Background: an optimization exercise with open tools, aiming at small area, a short achievable clock period and few clock cycles. Do not read the settings as production practice. In this exercise RTL edits were held to simulation tests only and were not proved equivalent to the original.

==> flow/design.v (excerpt) <==
module CONV(
	input				clk,
	input				reset,
	output	reg			busy,
	input				ready,
	output	reg	[11:0]	iaddr,
	input		[19:0]	idata,
	output	reg  		cwr,
	output	reg [11:0]	caddr_wr,
	output	reg [19:0]	cdata_wr,
	output	reg 		crd,
	output	reg	[11:0]	caddr_rd,
	input		[19:0] 	cdata_rd,
	output		[2:0] 	csel
	);
export LEC_CHECK = 0
export ABC_CLOCK_PERIOD_IN_PS = 3000
export CAP_MARGIN = 20
export CORE_MARGIN = 2
export CORE_UTILIZATION = 60
export CTS_CLUSTER_DIAMETER = 100
export CTS_CLUSTER_SIZE = 20
export SLEW_MARGIN = 20
export TNS_END_PERCENT = 20
create_clock -name core_clock -period 10.0 [get_ports {clk}]
standard.sh (not shown) runs the stock make flow with config.mk's settings and CLKGATE_MAP_FILE= SYNTH_SCRIPT=/design/flow/synth_recipe.tcl, a recipe that flattens the netlist after the stock synthesis.
==> flow/flow/run.sh <==
#!/bin/bash
export SETUP_SLACK_MARGIN=6.7
export BUFFER_PORTS_ARGS="-buffer_cell sky130_fd_sc_hd__buf_2"
bash standard.sh > standard.log 2>&1
The baseline went through all stages and came out clean.
Testbench counts at the start, summed over its fixed seeds: cycles 146,808.
Then changed:
- PLACE_DENSITY: default -> 0.75
- TNS_END_PERCENT: 20 -> default
After rerunning: Cell area went up by 1.3%; cell count went up by 0.48%; worst setup slack improves by 0.028 ns; count of clock-buffer cells in the layout grows by 4.

========
## job 101
CONV, a different RTL version from the one above (not shown whole).
Size in the first run: roughly 420 flip-flops, ~110 I/O pins, about 30000 um2 of cells after synthesis.
export LEC_CHECK = 0
export ABC_CLOCK_PERIOD_IN_PS = 3000
export CAP_MARGIN = 20
export CORE_MARGIN = 2
export CORE_UTILIZATION = 40
export SLEW_MARGIN = 20
create_clock -name core_clock -period 10.0 [get_ports {clk}]
==> flow/flow/run.sh <==
#!/bin/bash
export SETUP_SLACK_MARGIN=7
cp standard.sh standard_copy.sh.log 2>/dev/null
bash standard.sh > standard.log 2>&1
Testbench counts of job 101, summed over its fixed seeds: cycles 146,796.
Edits applied to the flow inputs when going from job 101 to job 104:
# job 101
export LEC_CHECK = 0
export ABC_CLOCK_PERIOD_IN_PS = 3000
export CAP_MARGIN = 20
export CORE_MARGIN = 2
export CORE_UTILIZATION = 40
export SLEW_MARGIN = 20
create_clock -name core_clock -period 10.0 [get_ports {clk}]
# job 104
export LEC_CHECK = 0
export ABC_CLOCK_PERIOD_IN_PS = 3000
export CAP_MARGIN = 20
export CORE_MARGIN = 2
export CORE_UTILIZATION = 40
export SETUP_SLACK_MARGIN = 5
export SLEW_MARGIN = 20
create_clock -name core_clock -period 10.0 [get_ports {clk}]
==> flow/run.sh (new file) <==
#!/bin/bash
# synth_recipe.tcl (not shown) runs the flow's synth.tcl, then flattens the netlist and writes it again
# the make line also repeats each setting of config.mk as NAME=value (left out here)
make -C /OpenROAD-flow-scripts/flow DESIGN_CONFIG=/design/flow/config.mk WORK_HOME=/design/flow/orfs CLKGATE_MAP_FILE= SYNTH_SCRIPT=/design/flow/synth_recipe.tcl finish
removed: flow/flow/run.sh
removed: flow/standard.sh
- In job 104, number of standard cells in the layout, taps in and fillers out is lower than in job 101.
- The lower clock skew came out of job 104.
- Job 104: global-route usage 5.5 points below job 101
- Looking at normalized max-slew margin, job 104 sits 12 points lower than job 101 does.

========
JK:
CONV with an RTL version that a note above also has.
Size in the first run: ~2,800 cells after synthesis, ~420 flip-flops, about 110 I/O pins.
Settings: LEC_CHECK=0, ABC_CLOCK_PERIOD_IN_PS=3000, CAP_MARGIN=20, CORE_MARGIN=2, CORE_UTILIZATION=60, CTS_CLUSTER_DIAMETER=100, CTS_CLUSTER_SIZE=20, SLEW_MARGIN=20; clock period 10.0 ns.
==> flow/flow/run.sh <==
#!/bin/bash
export SETUP_SLACK_MARGIN=6.9
export BUFFER_PORTS_ARGS="-buffer_cell sky130_fd_sc_hd__buf_2"
bash standard.sh > standard.log 2>&1
JK: PASS, flow complete, no timing, DRC or antenna violations
Testbench counts of JK, summed over its fixed seeds: cycles 146,808.
## Diff of input files: MS against JK
diff --git a/flow/flow/run.sh b/flow/flow/run.sh
--- a/flow/flow/run.sh
+++ b/flow/flow/run.sh
@@ -2 +2 @@
-export SETUP_SLACK_MARGIN=6.9
+export SETUP_SLACK_MARGIN=6.6
==> comparison <==
Compared to JK, the routing of MS uses less wire.
Number of buffers outside the clock class in the layout in MS is 41% lower than in JK
MS against JK: cell count went down by about 3.7%; non-clock inverter count in the final layout was more or less identical.
Relative to JK, number of post-CTS setup repair buffers decreased by 100 in MS.
Sequential share of layout area: MS > JK
Compared to JK, MS reaches a lower achievable clock.
Count of clock-net buffers in the final layout (MS vs. JK) decreases by a little under 10%
--- input diff MS..AL ---
Settings: CTS_CLUSTER_DIAMETER now 110, was 100; CTS_CLUSTER_SIZE now 25, was 20.
diff --git a/flow/flow/run.sh b/flow/flow/run.sh
--- a/flow/flow/run.sh
+++ b/flow/flow/run.sh
@@ -2 +2 @@
-export SETUP_SLACK_MARGIN=6.6
+export SETUP_SLACK_MARGIN=6.7
==> run notes <==
AL ran to completion and came out clean on the timing, design-rule and antenna checks. AL ended with more proportion of final cell area spent on non-clock buffers than MS. Changes observed in AL relative to MS: number of different library cells in the post-synthesis netlist did not really move; count of cell instances traversed by the critical path went up. AL vs. MS: global router's overall resource usage shrank by 0.39 points; cell count went up 0.60%; net count of the finished layout climbed about 0.6%; worst endpoint required time dropped 0.02 ns; first-pass GRT wire length went down 1.4%. In terms of number of flip-flops and latches, AL and MS differ only marginally.
#### Input delta (TR over AL)
Settings: changing CTS_CLUSTER_DIAMETER from 110 to 100; changing CTS_CLUSTER_SIZE from 25 to 20.
### Flow results
Any difference in sequential share of layout area between TR and AL is small enough to ignore. AL and TR ended up with roughly the same clock skew. TR ended up with a higher smallest hold slack than AL did.

## afterwards: timing with drivers on the ports
How much do the figures lean on ideal ports? The routed layouts below were timed once more, with nothing changed but the port constraints.
Step 1, drivers: a clkbuf_16 drives clk and a buf_2 each remaining input, both assumed.
Step 2 adds t to the input delays and takes it off the output delays; t is the mean of the earliest and latest rising clock arrival at the registers after step 1. Input paths then give back, and output paths get back, about the clock's delay inside the block.
a / b / c = ideal / step 1 / step 2; a / b = the first two.
run | shift t [ns] | setup slack, ns | clock arrival spread, ns | slew at the worst register clock pin (ns) | worst data-port slew with drivers (ns)
the first run of note 1 | 0.653 | 6.601 / 6.541 / 6.607 | 0.029 / 0.029 | 0.10 / 0.10 | 0.03
the second run of note 1 | 0.651 | 6.629 / 6.629 / 6.629 | 0.031 / 0.032 | 0.10 / 0.10 | 0.04
job 101 | 0.697 | 6.173 / 6.097 / 5.736 | 0.040 / 0.041 | 0.08 / 0.08 | 0.06
job 104 | 0.662 | 5.166 / 5.166 / 4.673 | 0.034 / 0.034 | 0.07 / 0.07 | 0.07
JK | 0.651 | 6.672 / 6.672 / 6.672 | 0.030 / 0.029 | 0.09 / 0.09 | 0.04
MS | 0.641 | 6.602 / 6.599 / 6.602 | 0.026 / 0.026 | 0.10 / 0.10 | 0.04
AL | 0.629 | 6.573 / 6.573 / 6.573 | 0.024 / 0.025 | 0.11 / 0.11 | 0.04
TR | 0.643 | 6.646 / 6.646 / 6.646 | 0.028 / 0.028 | 0.10 / 0.10 | 0.04
After both steps every run listed still meets setup and hold. The setup slack of job 104, which loses most, moves by 0.000 ns with the drivers and by -0.493 ns with both steps.
